Background: an optimization exercise with open tools, aiming at small area and a short achievable clock period. Do not read the settings as production practice. Only simulation tests tie the RTL to the original design; equivalence was not proved. Power figures rest on the tool's default switching activity, not on a simulated workload.

==> design/flow/run.sh <==
#!/bin/bash
# synth_recipe.tcl (not shown) runs the flow's synth.tcl, then flattens the netlist and writes it again
# the make line also repeats each setting of config.mk as NAME=value (left out here)
make -C /OpenROAD-flow-scripts/flow DESIGN_CONFIG=/design/flow/config.mk WORK_HOME=/design/flow/orfs CLKGATE_MAP_FILE= SYNTH_SCRIPT=/design/flow/synth_recipe.tcl finish
==> design/flow/config.mk <==
export PLATFORM = sky130hd
export DESIGN_NAME = DataPath
export DESIGN_NICKNAME = DataPath
export VERILOG_FILES = /design/flow/design.v
export SDC_FILE = /design/flow/constraint.sdc
export NUM_CORES = 4
export LEC_CHECK = 0
export CAP_MARGIN = 20
export CORE_MARGIN = 2
export CORE_UTILIZATION = 40
export SLEW_MARGIN = 20
==> design/flow/constraint.sdc <==
create_clock -name core_clock -period 8.0 [get_ports {clk}]
set_input_delay 1.6000 -clock core_clock [delete_from_list [all_inputs] [get_ports {clk}]]
set_output_delay 1.6000 -clock core_clock [all_outputs]
set_load 0.01 [all_outputs]
==> design/flow/design.v <==
module ALU(input [31:0] R1, R2, input [2:0] controlSignal, output reg[31:0] out);
  always @(*) begin
    case (controlSignal)
    	0: out = R1 + R2;
    	1: out = R1 - R2;
    	2: out = R1 & R2;
        3: out = R1 | R2;
    	4: out = R1 < R2;
    	default: out = R1;
    endcase
  end
endmodule
module Adder(input [31:0] in, pluser, output [31:0] out);
    assign out = in + pluser;
endmodule
module Controller(input [5:0] opcode, func, input equal,
                output reg [2:0] aluSig, output reg WB, jumpSel, jumpCondSel, extendForMem, WMEM, load);
    always @(*) begin
        {aluSig, WB, jumpSel, jumpCondSel, extendForMem, WMEM, load} = 9'b 0;
        case (opcode)
            6'b 000000: begin
                WB = (func == 6'b 100000 | func == 6'b 100010 | func == 6'b 100100 | func == 6'b 100101 | func == 6'b 101010) ? 1 : 0;
                aluSig = (func == 6'b 100000) ? 0 :
                        (func == 6'b 100010) ? 1 :
                        (func == 6'b 100100) ? 2 :
                        (func == 6'b 100101) ? 3 :
                        (func == 6'b 101010) ? 4 : 0;
            end
            6'b 000010: begin
                jumpSel = 1;
            end
            6'b 000100: begin
                jumpCondSel = equal ? 1 : 0;
            end
            6'b 000101: begin
                jumpCondSel = equal ? 0 : 1;
            end
            6'b 100011: begin
                extendForMem = 1;
                load = 1;
                WB = 1;
            end
            6'b 101011: begin
                WMEM = 1;
                extendForMem = 1;
            end
            default : begin
                WB = 0;
                WMEM = 0; 
            end
        endcase
    end
endmodule
module ForwardingUnit(input [4:0] rs_Ex, rt_Ex, rd_MM, rd_IF, input WB_MM, WB_IF,
					output reg MM_sel_R1, MM_sel_R2, IF_sel_R1, IF_sel_R2);
	always @(*) begin
		MM_sel_R1 = (rs_Ex == rd_MM) & WB_MM & (rd_MM != 0);
		MM_sel_R2 = (rt_Ex == rd_MM) & WB_MM & (rd_MM != 0);
		IF_sel_R1 = (rs_Ex == rd_IF) & WB_IF & (rd_IF != 0);
		IF_sel_R2 = (rt_Ex == rd_IF) & WB_IF & (rd_IF != 0);
	end
endmodule
module HazzardUnit(input [4:0] rs_ID, rt_ID, rs_EX, input loadEx, output reg flush);
	always @(*) begin
		if(loadEx & (rs_ID == rs_EX | rt_ID == rs_EX)) flush = 1;
		else flush = 0;
	end
endmodule
module Jumper(input [31:0] pc, input [25:0] adress, output [31:0] pc_out);
    assign pc_out = {pc[31:28], adress};
endmodule
module ShiftLeftII(input [31:0] in, output [31:0] out);
	assign out = in << 2;
endmodule
module SignExtend(input [15:0] in, output [31:0] out);
	assign out = {16'b0, in};
endmodule
module RegisterFile(input clk, input [4:0] R1point, R2point, writeRpoint, input [31:0] writeData, input writeEnable, output reg[31:0] R1, R2);
    reg [31:0] Registers [1:31];
    always @(*) begin
        R1 = (R1point == 0) ? 32'b0 : (writeEnable && writeRpoint == R1point) ? writeData : Registers[R1point];
        R2 = (R2point == 0) ? 32'b0 : (writeEnable && writeRpoint == R2point) ? writeData : Registers[R2point];
    end
    always @(posedge clk)
		if (writeEnable && writeRpoint != 0) Registers[writeRpoint] <= writeData;
endmodule
module PC(input clk, input rst, input [31:0] in, output reg [31:0] out, input flush);
	always @(posedge clk) begin
		if (rst) out <= 0;
		else if(!flush) out <= in;
	end
endmodule
module IFID(input clk, input rst, input [31:0] ins_in, input[31:0] pc_in,
			output reg [31:0] ins_out, output reg [31:0] pc_out, input flush, jump);
	always @(posedge clk) begin
		if(!flush) begin
			ins_out <= ins_in;
			pc_out <= pc_in;
		end
		if(jump & !flush) ins_out <= 0;
		if(rst) ins_out <= 0;
	end
endmodule
module IDEX(input clk, input rst, input [2:0] aluSig_in, input WB_in, extendForMem_in, WMEM_in, load_in,
			input [31:0] R1_in, R2_in, wdMem_in,
			input [4:0] rd_in, rs_in, rt_in,
			output reg [2:0] aluSig_out,
			output reg WB_out, extendForMem_out, WMEM_out, load_out,
			output reg [31:0] R1_out, R2_out, wdMem_out,
			output reg [4:0] rd_out, rs_out, rt_out,
			input flush);
	always @(posedge clk) begin
		aluSig_out <= aluSig_in;
		WB_out <= WB_in;
		R1_out <= R1_in;
		R2_out <= R2_in;
		rd_out <= rd_in;
		rs_out <= rs_in;
		rt_out <= rt_in;
		extendForMem_out <= extendForMem_in;
		WMEM_out <= WMEM_in;
		load_out <= load_in;
		wdMem_out <= wdMem_in;
		if(flush | rst) begin
			WMEM_out <= 0;
			WB_out <= 0;
			load_out <= 0;
		end
	end
endmodule
module MEMWB(input clk, input rst, input WB_in, WMEM_in, load_in, input [31:0] result_in, wdMem_in, input [4:0] rd_in,
			output reg WB_out, WMEM_out, load_out, output reg [31:0] result_out, wdMem_out, output reg [4:0] rd_out);
	always @(posedge clk) begin
		WB_out <= WB_in;
		result_out <= result_in;
		rd_out <= rd_in;
		WMEM_out <= WMEM_in;
		load_out <= load_in;
		wdMem_out <= wdMem_in;
		if(rst) begin
			WB_out <= 0;
			WMEM_out <= 0;
			load_out <= 0;
		end
	end
endmodule
module EXMEM(input clk, input rst, input WB_in, load_in, input [31:0] result_in, resM_in, input [4:0] rd_in,
			output reg WB_out, load_out, output reg [31:0] result_out, resM_out, output reg [4:0] rd_out);
	always @(posedge clk) begin
		WB_out <= WB_in;
		result_out <= result_in;
		rd_out <= rd_in;
		resM_out <= resM_in;
		load_out <= load_in;
		if(rst) begin
			WB_out <= 0;
			load_out <= 0;
		end
	end
endmodule
module DataPath(input clk, input rst,
    output [31:0] imem_addr, input [31:0] imem_rdata,
    output [31:0] dmem_addr, output [31:0] dmem_wdata, output dmem_we, output dmem_re,
    input [31:0] dmem_rdata);
    wire [31:0] pcPlus, pcOutput, insIF, pcInput;
    wire WB_ID, writeEnable, jumpSel, extendForMemID, WMEM_ID, loadID, flush;
    wire [2:0] aluSigID;
    wire [4:0] writeRegPoint;
    wire [31:0] insID, pcID, pcJumped, pcJumpedCond, adrExtended, adrShifted, writeData, R1ID, R2ID, R2ofRf;
    wire WB_EX, MM_sel_R1, MM_sel_R2, IF_sel_R1, IF_sel_R2, jumpCondSel, equal, WMEM_EX, loadEX, extendForMemEX;
    wire [2:0] aluSigEX;
    wire [4:0] rdEX, rsEX, rtEX, writeRegEX;
    wire [31:0] R1EX, R2EX, resultEX, aluR1, aluR2, wdMemEx, pureRt;
    wire WB_MM, WMEM_MM, loadMM;
    wire [4:0] writeRegMM;
    wire [31:0] resultMM, resultMemoryMM, writeDataMem;
    wire load;
    wire [31:0] resultMemoryWB, resultWB;
    assign pcInput = jumpSel ? pcJumped : jumpCondSel ? pcJumpedCond : pcPlus;
    PC pc(clk, rst, pcInput, pcOutput, flush);
    Adder pcplus(pcOutput, 4, pcPlus);
    assign imem_addr = pcOutput;
    assign insIF = imem_rdata;
    IFID ifid(clk, rst, insIF, pcPlus, insID, pcID, flush, jumpSel);
    Controller clt(insID[31:26], insID[5:0], equal, aluSigID, WB_ID, jumpSel, jumpCondSel, extendForMemID, WMEM_ID, loadID);
    RegisterFile rf(clk, insID[25:21], insID[20:16], writeRegPoint, writeData, writeEnable, R1ID, R2ofRf);
    Jumper jumper(pcID, insID[25:0], pcJumped);
    assign equal = (R1ID == R2ID);
    SignExtend se(insID[15:0], adrExtended);
    ShiftLeftII slii(adrExtended, adrShifted);
    Adder jcAdder(adrShifted, pcID, pcJumpedCond);
    assign R2ID = extendForMemID ? adrExtended : R2ofRf;
    HazzardUnit hu(insID[25:21], insID[20:16], rtEX, loadEX, flush);
    IDEX idex(clk, rst, aluSigID, WB_ID, extendForMemID, WMEM_ID, loadID, R1ID, R2ID, R2ofRf, insID[15:11], insID[25:21], insID[20:16],
        aluSigEX, WB_EX, extendForMemEX, WMEM_EX, loadEX, R1EX, R2EX, pureRt, rdEX, rsEX, rtEX, flush);
    assign aluR2 = extendForMemEX ? R2EX : MM_sel_R2 ? resultMM : IF_sel_R2 ? writeData : R2EX;
    assign aluR1 = MM_sel_R1 ? resultMM : IF_sel_R1 ? writeData : R1EX;
    ALU alu(aluR1, aluR2, aluSigEX, resultEX);
    ForwardingUnit fu(rsEX, rtEX, writeRegMM, writeRegPoint, WB_MM, writeEnable, MM_sel_R1, MM_sel_R2, IF_sel_R1, IF_sel_R2);
    assign writeRegEX = extendForMemEX ? rtEX : rdEX;
    assign wdMemEx = MM_sel_R2 ? resultMM : IF_sel_R2 ? writeData : pureRt;
    MEMWB memwb(clk, rst, WB_EX, WMEM_EX, loadEX, resultEX, wdMemEx, writeRegEX, WB_MM, WMEM_MM, loadMM, resultMM, writeDataMem, writeRegMM);
    assign dmem_addr = resultMM;
    assign dmem_wdata = writeDataMem;
    assign dmem_we = WMEM_MM;
    assign dmem_re = loadMM;
    assign resultMemoryMM = dmem_rdata;
    EXMEM exmem(clk, rst, WB_MM, loadMM, resultMM, resultMemoryMM, writeRegMM, writeEnable, load, resultWB, resultMemoryWB, writeRegPoint);
    assign writeData = load ? resultMemoryWB : resultWB;
endmodule
==> results of run 1 <==
[cells in the mapped netlist, drive strengths merged, types with 30 or more instances]
master and n:
a221oi 38, inv 178, nand3 85, mux2i 230
o22ai 65, dfxtp 335, a21oi 243, mux2 33
and3 30, clkbuf 169, nor2b 38, nor3 47
ha 121, a211oi 117, nand2 372, edfxtp 1024
a21o 52, a22oi 41, buf 160, nor2 271
mux4 419, o21ai 198, xnor2 91, xor2 61
[registers in the layout (all words and copies together), names as in the netlist, 3 cells and up, named ones only]
signal,flops
rf.Registers,992
exmem.resM_out,32
exmem.result_out,32
idex.R1_out,32
idex.R2_out,32
idex.wdMem_out,32
ifid.ins_out,32
ifid.pc_out,32
memwb.result_out,32
memwb.wdMem_out,32
pc.out,32
exmem.rd_out,5
idex.rd_out,5
idex.rs_out,5
idex.rt_out,5
memwb.rd_out,5
idex.aluSig_out,3
[metal layers]
layer	track usage [%]	share of wire [%]
met1	35.6	39
met2	40.7	46
met3	5.67	11
met4	9.93	3.9
met5	0	0.019
[area by class of cell]
class,count,area [um^2]
fillers,14477,89100
well taps,2189,2740
flip-flops and latches,1359,37500
clock inverters,80,900
clock buffers,185,3950
repair buffers,330,3100
multi-input cells,2934,26500
inverters,180,677
[logic make-up (layout without fill, tap and decap cells)]
| family | count (synthesis) | in the layout | synth area share (%) |
|---|---|---|---|
| AND/OR/NAND/NOR | 984 | 984 | 6.76 |
| adder cells (fa/ha/maj) | 124 | 124 | 2.38 |
| flip-flops | 1359 | 1359 | 56.7 |
| XOR/XNOR | 152 | 152 | 2.01 |
| multiplexers | 682 | 682 | 18.3 |
| buffers and inverters | 509 | 775 | 3.71 |
| AO/OA/AOI/OAI | 992 | 992 | 10.1 |
[critical path, cell delays in order (launching register included)]
cell	delay, ps
dfxtp_1	640
or3_1	380
o31ai_1	160
nor4_2	720
buf_4	320
mux2i_1	90
o21ai_0	430
inv_1	160
ha_1	220
inv_1	70
fa_1	190
nor2b_1	120
o21ai_0	110
a21oi_1	280
o211ai_1	140
a21oi_1	340
o211a_1	210
o21ai_0	250
o41ai_1	510
o41ai_1	170
o31a_1	300
o21ba_2	200
o21ai_0	340
a21oi_1	140
[stage by stage]
stage | power, mW | instance area [um^2] | std cells
2_1_floorplan | 11.0 | 66100 | 4802
3_3_place_gp | 12.6 | 70300 | 6986
3_5_place_dp | 12.7 | 70400 | 6988
4_1_cts | 19.5 | 75200 | 7253
5_1_grt | 20.2 | 75300 | 7257
6_report | 19.6 | 75300 | 7257
[how the worst max path moves through the flow]
| stage | start | end | depth (start not counted) |
|---|---|---|---|
| CTS | exmem.rd_out[3] | memwb.result_out[0] | 23 |
| detailed placement | exmem.rd_out[3] | memwb.result_out[0] | 23 |
| finish | exmem.rd_out[2] | memwb.result_out[0] | 23 |
| global route | exmem.load_out | memwb.result_out[0] | 19 |
| global placement | exmem.rd_out[3] | pc.out[25] | 15 |
| floorplan | exmem.rd_out[2] | memwb.result_out[31] | 25 |
[power breakdown]
| group | total, mW | switching (mW) | internal (mW) |
|---|---|---|---|
| clock | 6.91 | 2.88 | 4.02 |
| sequential | 8.97 | 0.318 | 8.66 |
| combinational | 3.70 | 2.50 | 1.20 |
| total | 19.6 | 5.70 | 13.9 |
==> impl_metrics.env, run 1 <==
export IMPL_status="complete, no violations"
export IMPL_grt_pass1_wl_um=318000
export IMPL_reg2reg_slack_ps=1340
export IMPL_cts_made_buffers=145
export IMPL_synth_area_leaders="edfxtp_1, mux4_2, dfxtp_1"
export IMPL_ys_seq_area_share_pct=56.7
export IMPL_synth_warnings=10
export IMPL_die_x_um=410
export IMPL_min_path_cells=0
export IMPL_synth_edf_count=1024
export IMPL_cp_max_fo=13
export IMPL_setup_worst_path_class="flip-flop to flip-flop"
export IMPL_avgSynthCellArea_um2=13.8
export IMPL_core_area_um2=164000
export IMPL_tightestPinTransition_ps=1200
export IMPL_rows=149
export IMPL_cp_start_kind="flip-flop"
export IMPL_slew_headroom_pct=19.9
export IMPL_p_leak_nw=25.5
export IMPL_fin_crit_sh_pct=83.3
export IMPL_maxCapViolations=0
export IMPL_grt_max_degree=93
export IMPL_drt_wirelength_per_cell_um=30.8
export IMPL_numClockSinks=1359
export IMPL_grt_setup_unrepaired="no"
export IMPL_setup_viol=0
export IMPL_die_h_um=410
export IMPL_routed_wl_um=223000
export IMPL_cts_path_max_buffers=3
export IMPL_post_cts_resized=0
export IMPL_hpwl_um=143000
export IMPL_synthArstFlopShare_pct=0
export IMPL_setup_tns_ps=0
export IMPL_syn_area_um2=66100
export IMPL_cts_max_level=4
export IMPL_cts_setup_buffers=0
export IMPL_drc=0
export IMPL_antenna_cells=0
export IMPL_vias=45243
export IMPL_nNetsFinal=5140
export IMPL_antenna_left=0
export IMPL_vias_per_cell=6.23
export IMPL_postSynthCellCount=4802
export IMPL_hold_ws_ps=413
export IMPL_synth_fp_nets=4992
export IMPL_synth_ff_type="edfxtp_1"
export IMPL_report_final_slew_viol_count=0
export IMPL_drive_gt1_share_pct=18.5
export IMPL_postCtsHoldBufs=0
export IMPL_path_clk_slew_ps=60
export IMPL_fmax_ghz=0.150
export IMPL_drtIter0Drc=6218
export IMPL_finalCoreUtilization_pct=45.8
export IMPL_hold_viol_final=0
export IMPL_cts_root_buf="clkbuf_16"
export IMPL_antenna_found_initial=13
export IMPL_dieArea_um2=168000
export IMPL_insertion_delay_ps=800
export IMPL_first_pass_iters=8
export IMPL_grt_total_usage_pct=26.1
export IMPL_gr_total_overflow=0
export IMPL_gp_congestion=0.926
export IMPL_whs_endpoint="exmem.rd_out[2]"
export IMPL_clock_skew_ps=30.9
export IMPL_min_delay_start="memwb.rd_out[2]"
export IMPL_final_min_clock_period_ps=6660
export IMPL_ios=164
export IMPL_most_common_layout_cells="edfxtp_1, mux4_2, nand2_1"
export IMPL_cp_required_ps=8650
export IMPL_syn_to_final_growth_pct=14.0
export IMPL_reg2reg_depth=23
export IMPL_dp_slack_ps=1470
export IMPL_final_common_cell="edfxtp_1"
export IMPL_ys_ff_latch=1359
export IMPL_synth_cell_type_count=90
export IMPL_io_buffers=163
export IMPL_tritoncts="yes"
export IMPL_netlist_area_leader_share_pct=46.5
export IMPL_r2r_start="exmem.rd_out[2]"
export IMPL_endpoint_kind="flip-flop"
export IMPL_p_per_area_nw_per_um2=260
export IMPL_floorplan_initialDensity_pct=40.2
export IMPL_setup_slack_ps=1340
export IMPL_grt_pass1_vias=43658
export IMPL_crit_arrival_ps=7310
export IMPL_ir_worst_vdd_mv=0.316
export IMPL_timing_rr_end="memwb.result_out[0]"
export IMPL_worstHoldPathType="flip-flop to flip-flop"
export IMPL_synth_top_area_cell="edfxtp_1"
==> run 2, diff against run 1 <==
==> design/flow/design.v (replaced) <==
module DataPath(input clk, input rst,
    output [31:0] imem_addr, input [31:0] imem_rdata,
    output [31:0] dmem_addr, output [31:0] dmem_wdata, output dmem_we, output dmem_re,
    input [31:0] dmem_rdata);
    integer i;
    reg  [31:0] pc;
    reg  [31:0] ins, pcd;
    reg         wb_e, st_e, ld_e, ext_e;
    reg         sub_e, and_e, or_e, slt_e;
    reg  [31:0] rsv_e, rtv_e;
    reg  [15:0] imm_e;
    reg  [4:0]  rt_e;
    reg         fam_e, faw_e, fbm_e, fbw_e;
    reg         wb_m, st_m, ld_m;
    reg  [31:0] res_m, sd_m;
    reg  [4:0]  dst_m;
    reg         wb_w;
    reg  [31:0] wd_w;
    reg  [4:0]  dst_w;
    reg  [32*32-1:32] rf;
    wire [5:0]  op = ins[31:26];
    wire [5:0]  fn = ins[5:0];
    wire [4:0]  rs = ins[25:21];
    wire [4:0]  rt = ins[20:16];
    wire [4:0]  rd = ins[15:11];
    wire op_r   = op == 6'b000000;
    wire op_j   = op == 6'b000010;
    wire op_beq = op == 6'b000100;
    wire op_bne = op == 6'b000101;
    wire op_lw  = op == 6'b100011;
    wire op_sw  = op == 6'b101011;
    wire f_add = fn == 6'b100000;
    wire f_sub = fn == 6'b100010;
    wire f_and = fn == 6'b100100;
    wire f_or  = fn == 6'b100101;
    wire f_slt = fn == 6'b101010;
    wire wb_id = (op_r & (f_add | f_sub | f_and | f_or | f_slt)) | op_lw;
    reg  [31:0] rf1, rf2;
    always @(*) begin
        rf1 = 32'b0;
        rf2 = 32'b0;
        for (i = 1; i < 32; i = i + 1) begin
            rf1 = rf1 | ({32{rs == i}} & rf[32*i +: 32]);
            rf2 = rf2 | ({32{rt == i}} & rf[32*i +: 32]);
        end
    end
    wire byp1 = wb_w & (dst_w == rs);
    wire byp2 = wb_w & (dst_w == rt);
    wire [31:0] r1 = byp1 ? wd_w : rf1;
    wire [31:0] r2 = byp2 ? wd_w : rf2;
    wire eq    = r1 == r2;
    wire taken = (op_beq & eq) | (op_bne & ~eq);
    wire flush = ld_e & ((rs == rt_e) | (rt == rt_e));
    wire [31:0] pc4  = {pc[31:2] + 30'd1, pc[1:0]};
    wire [31:0] btgt = {pcd[31:2] + {14'b0, ins[15:0]}, pcd[1:0]};
    wire [31:0] jtgt = {2'b00, pcd[31:28], ins[25:0]};
    wire [31:0] pc_n = taken ? btgt : op_j ? jtgt : pc4;
    wire [4:0] dst_e = ext_e ? rt_e : imm_e[15:11];
    wire       wbz_e = wb_e & (dst_e != 0);
    wire       wbz_m = wb_m & (dst_m != 0);
    always @(posedge clk) begin
        if (rst) pc <= 32'b0;
        else if (!flush) pc <= pc_n;
        if (!flush) begin
            ins <= op_j ? 32'b0 : imem_rdata;
            pcd <= pc4;
        end
        if (rst) ins <= 32'b0;
        wb_e  <= wb_id & ~flush & ~rst;
        st_e  <= op_sw & ~flush & ~rst;
        ld_e  <= op_lw & ~flush & ~rst;
        ext_e <= op_lw | op_sw;
        sub_e <= op_r & (f_sub | f_slt);
        and_e <= op_r & f_and;
        or_e  <= op_r & f_or;
        slt_e <= op_r & f_slt;
        rsv_e <= r1;
        rtv_e <= r2;
        imm_e <= ins[15:0];
        rt_e  <= rt;
        fam_e <= wbz_e & (dst_e == rs);
        fbm_e <= wbz_e & (dst_e == rt);
        faw_e <= wbz_m & (dst_m == rs);
        fbw_e <= wbz_m & (dst_m == rt);
    end
    wire [31:0] a  = fam_e ? res_m : faw_e ? wd_w : rsv_e;
    wire [31:0] bf = fbm_e ? res_m : fbw_e ? wd_w : rtv_e;
    wire [31:0] b  = ext_e ? {16'b0, imm_e} : bf;
    wire [32:0] sum = {1'b0, a} + {1'b0, b ^ {32{sub_e}}} + {32'b0, sub_e};
    wire [31:0] res = and_e ? (a & b) :
                      or_e  ? (a | b) :
                      slt_e ? {31'b0, ~sum[32]} : sum[31:0];
    always @(posedge clk) begin
        wb_m  <= wbz_e & ~rst;
        st_m  <= st_e & ~rst;
        ld_m  <= ld_e & ~rst;
        res_m <= res;
        sd_m  <= bf;
        dst_m <= dst_e;
    end
    assign dmem_addr  = res_m;
    assign dmem_wdata = sd_m;
    assign dmem_we    = st_m;
    assign dmem_re    = ld_m;
    assign imem_addr  = pc;
    always @(posedge clk) begin
        wb_w  <= wbz_m & ~rst;
        dst_w <= dst_m;
        wd_w  <= ld_m ? dmem_rdata : res_m;
    end
    always @(posedge clk)
        for (i = 1; i < 32; i = i + 1)
            if (wb_w && dst_w == i) rf[32*i +: 32] <= wd_w;
endmodule
==> impl_metrics.env, run 2 <==
export IMPL_numClockSinks=1295
export IMPL_ys_ff_latch=1295
export IMPL_cp_start_kind="flip-flop"
export IMPL_synth_top_area_cell="edfxtp_1"
export IMPL_clock_skew_ps=56.1
export IMPL_synth_xor_area_share_pct=2.51
export IMPL_postSynthCellCount=5198
export IMPL_grt_setup_unrepaired="no"
export IMPL_cts_made_buffers=141
export IMPL_synth_cell_type_count=86
export IMPL_setup_tns_ps=0
export IMPL_report_final_slew_viol_count=0
export IMPL_endpoint_kind="flip-flop"
export IMPL_ys_seq_area_share_pct=59.6
export IMPL_routed_wl_um=302000
export IMPL_yosysMostFrequentCell="edfxtp_1"
export IMPL_synth_top_family_by_area="simple AND/OR/NAND/NOR gates"
export IMPL_p_per_area_nw_per_um2=267
export IMPL_cp_max_fo=37
export IMPL_vias=54502
export IMPL_p_switching_mw=5.60
export IMPL_tightestPinTransition_ps=1360
export IMPL_most_common_layout_cells="edfxtp_1, and3_1, nand3_1"
export IMPL_largest_register="rf"
export IMPL_final_min_clock_period_ps=7270
export IMPL_status="complete, no violations"
export IMPL_post_cts_resized=0
export IMPL_slew_headroom_pct=9.25
export IMPL_grt_pass1_vias=49567
export IMPL_grt_max_degree=89
export IMPL_drtIter0Drc=12487
export IMPL_cts_setup_buffers=0
export IMPL_fillers=13521
export IMPL_synth_ff_type="edfxtp_1"
export IMPL_io_buffers=163
export IMPL_synthArstFlopShare_pct=0
export IMPL_largest_reg_flops=992
export IMPL_dieArea_um2=155000
export IMPL_syn_area_um2=60700
export IMPL_path_clk_slew_ps=60
export IMPL_finalCoreUtilization_pct=47.0
export IMPL_synth_mux_area_share_pct=2.69
export IMPL_final_common_cell="edfxtp_1"
export IMPL_numPlacedInstances=7190
export IMPL_tritoncts="yes"
export IMPL_setup_viol=0
export IMPL_p_leak_nw=26.0
export IMPL_worstHoldPathType="flip-flop to flip-flop"
export IMPL_antenna_found_initial=29
export IMPL_avgSynthCellArea_um2=11.7
export IMPL_hold_viol_final=0
export IMPL_gr_total_overflow=0
export IMPL_maxCapViolations=0
export IMPL_postCtsHoldBufs=0
export IMPL_netlist_top_cells_count="edfxtp_1, and3_1, nand3_1, clkbuf_1, a22oi_1"
export IMPL_synth_fp_nets=5314
export IMPL_fin_crit_sh_pct=90.9
export IMPL_setup_worst_path_class="flip-flop to flip-flop"
export IMPL_vias_per_cell=7.28
export IMPL_ir_worst_vdd_mv=0.180
export IMPL_grt_total_usage_pct=37.4
export IMPL_synth_compound_area_share_pct=11.8
export IMPL_power_internal_mw=13.3
export IMPL_setup_slack_ps=727
export IMPL_seqPwrFrac_pct=46.5
export IMPL_drc=0
export IMPL_fmax_ghz=0.138
export IMPL_core_area_um2=150000
export IMPL_pwr_share_clk_pct=37.3
export IMPL_cts_max_level=4
export IMPL_swShare_pct=29.7
export IMPL_ios=164
export IMPL_combPwrFrac_pct=16.2
export IMPL_first_pass_iters=14
export IMPL_synthSimpleGateAreaFrac_pct=19.0
export IMPL_dp_slack_ps=1420
export IMPL_grt_pass1_wl_um=408000
export IMPL_crit_arrival_ps=7990
export IMPL_cts_path_max_buffers=3
export IMPL_rows=142
export IMPL_final_cells=7483
export IMPL_syn_to_final_growth_pct=16.4
export IMPL_cts_root_buf="clkbuf_16"
export IMPL_gp_congestion=1.02
export IMPL_synth_area_leaders="edfxtp_1, dfxtp_1, and3_1"
export IMPL_synth_warnings=1
export IMPL_drt_wirelength_per_cell_um=40.4
export IMPL_drive_gt1_share_pct=12.2
export IMPL_floorplan_initialDensity_pct=40.4
export IMPL_insertion_delay_ps=850
export IMPL_nNetsFinal=5433
export IMPL_synth_edf_count=1024
export IMPL_synth_adder_area_share_pct=1.06
export IMPL_cp_required_ps=8720
export IMPL_die_x_um=394
export IMPL_die_h_um=394
export IMPL_hpwl_um=182000
export IMPL_netlist_area_leader_share_pct=50.7
export IMPL_antenna_left=0
[run 2: final timing paths]
path / startpoint / end / slack (ps) / depth (start not counted)
hold / removal: ins[10] / imm_e[10] / 410 / 0
setup reg to reg: ins[20] / pc[1] / 730 / 15
hold reg to reg: ins[10] / imm_e[10] / 410 / 0
setup / recovery: ins[20] / pc[1] / 730 / 15
[run 2: cell families (layout without fill, tap and decap cells)]
family | count (synthesis) | after routing
and+or+nand+nor | 2077 | 2077
DFF | 1295 | 1295
AOI/OAI and AO/OA | 970 | 970
xor gates and xnor gates | 174 | 174
muxes | 157 | 157
adders and majority gates | 50 | 50
other | 0 | 32
buffers and inverters | 475 | 712
[run 2: critical path: stages, from the launching register on]
cell and delay [ps]:
dfxtp_2 980, or3b_1 550, nor2_4 1050, a2111oi_0 420, and4_1 310, a31oi_1 510, xor2_1 310, nor4_1 380
buf_4 180, and4_1 190, nand4_1 490, mux2i_4 410, buf_4 290, buf_4 270, or4b_2 650, o211ai_1 110
[run 2: power groups by stage]
stage	Combinational (mW)	Sequential (mW)	Clock, mW
final	3.06	8.77	7.04
after global routing	3.14	8.79	7.28
after CTS	2.89	8.73	7.03
after detailed placement	2.89	8.87	0
after global placement	2.86	8.87	0
after floorplan	1.08	9.06	0
[run 2: layout make-up]
cell class | instances | area, um^2 | share of cell area (%)
Sequential cell | 1295 | 36200 | 51.2
Multi-Input combinational cell | 3428 | 23100 | 32.7
Clock buffer | 172 | 3770 | 5.33
Timing Repair Buffer | 392 | 3580 | 5.07
Tap cell | 2016 | 2520 | 3.57
Clock inverter | 89 | 1180 | 1.67
Inverter | 59 | 221 | 0.314
Antenna cell | 32 | 80.1 | 0.113
[run 2: metal layers]
metal / share of wire, % / wire [um] / track usage, %
met1: 35 / 105000 / 46.8
met4: 8.3 / 25000 / 24.2
met5: 0.092 / 278 / 0.462
met2: 40 / 120000 / 51.8
met3: 17 / 51800 / 16.9
[run 2: metrics by stage]
stage	total power, mW	area, um^2	hold slack, ps
floorplan	10.1	60700	332
global placement	11.7	65600	394
detailed placement	11.8	65600	398
CTS	18.7	70500	406
global route	19.2	70600	420
finish	18.9	70600	411

[afterwards: timing with drivers on the ports]
The flow's constraints put no driver on any port. The routed layouts listed below were extracted and timed again, unchanged, in two steps. Step 1 (the two cells are an assumption about what drives the block):
set clk [get_ports {clk}]
set_driving_cell -lib_cell sky130_fd_sc_hd__clkbuf_16 $clk
set_driving_cell -lib_cell sky130_fd_sc_hd__buf_2 [delete_from_list [all_inputs] $clk]
Step 2 times the ports against the registers' clock, not the clock port: input delays grow and output delays shrink by t, the midpoint of the rising clock arrivals with the driver on. Three values: ideal, step 1, step 2; two values: the first two.
| run | t, ns | setup slack, ns | worst setup path at the end |
|---|---|---|---|
| run 1 | 0.874 | 1.339 / 1.339 / 1.339 | register to register |
| run 2 | 0.891 | 0.727 / 0.727 / 0.727 | register to register |
After both steps every run listed still meets setup and hold.
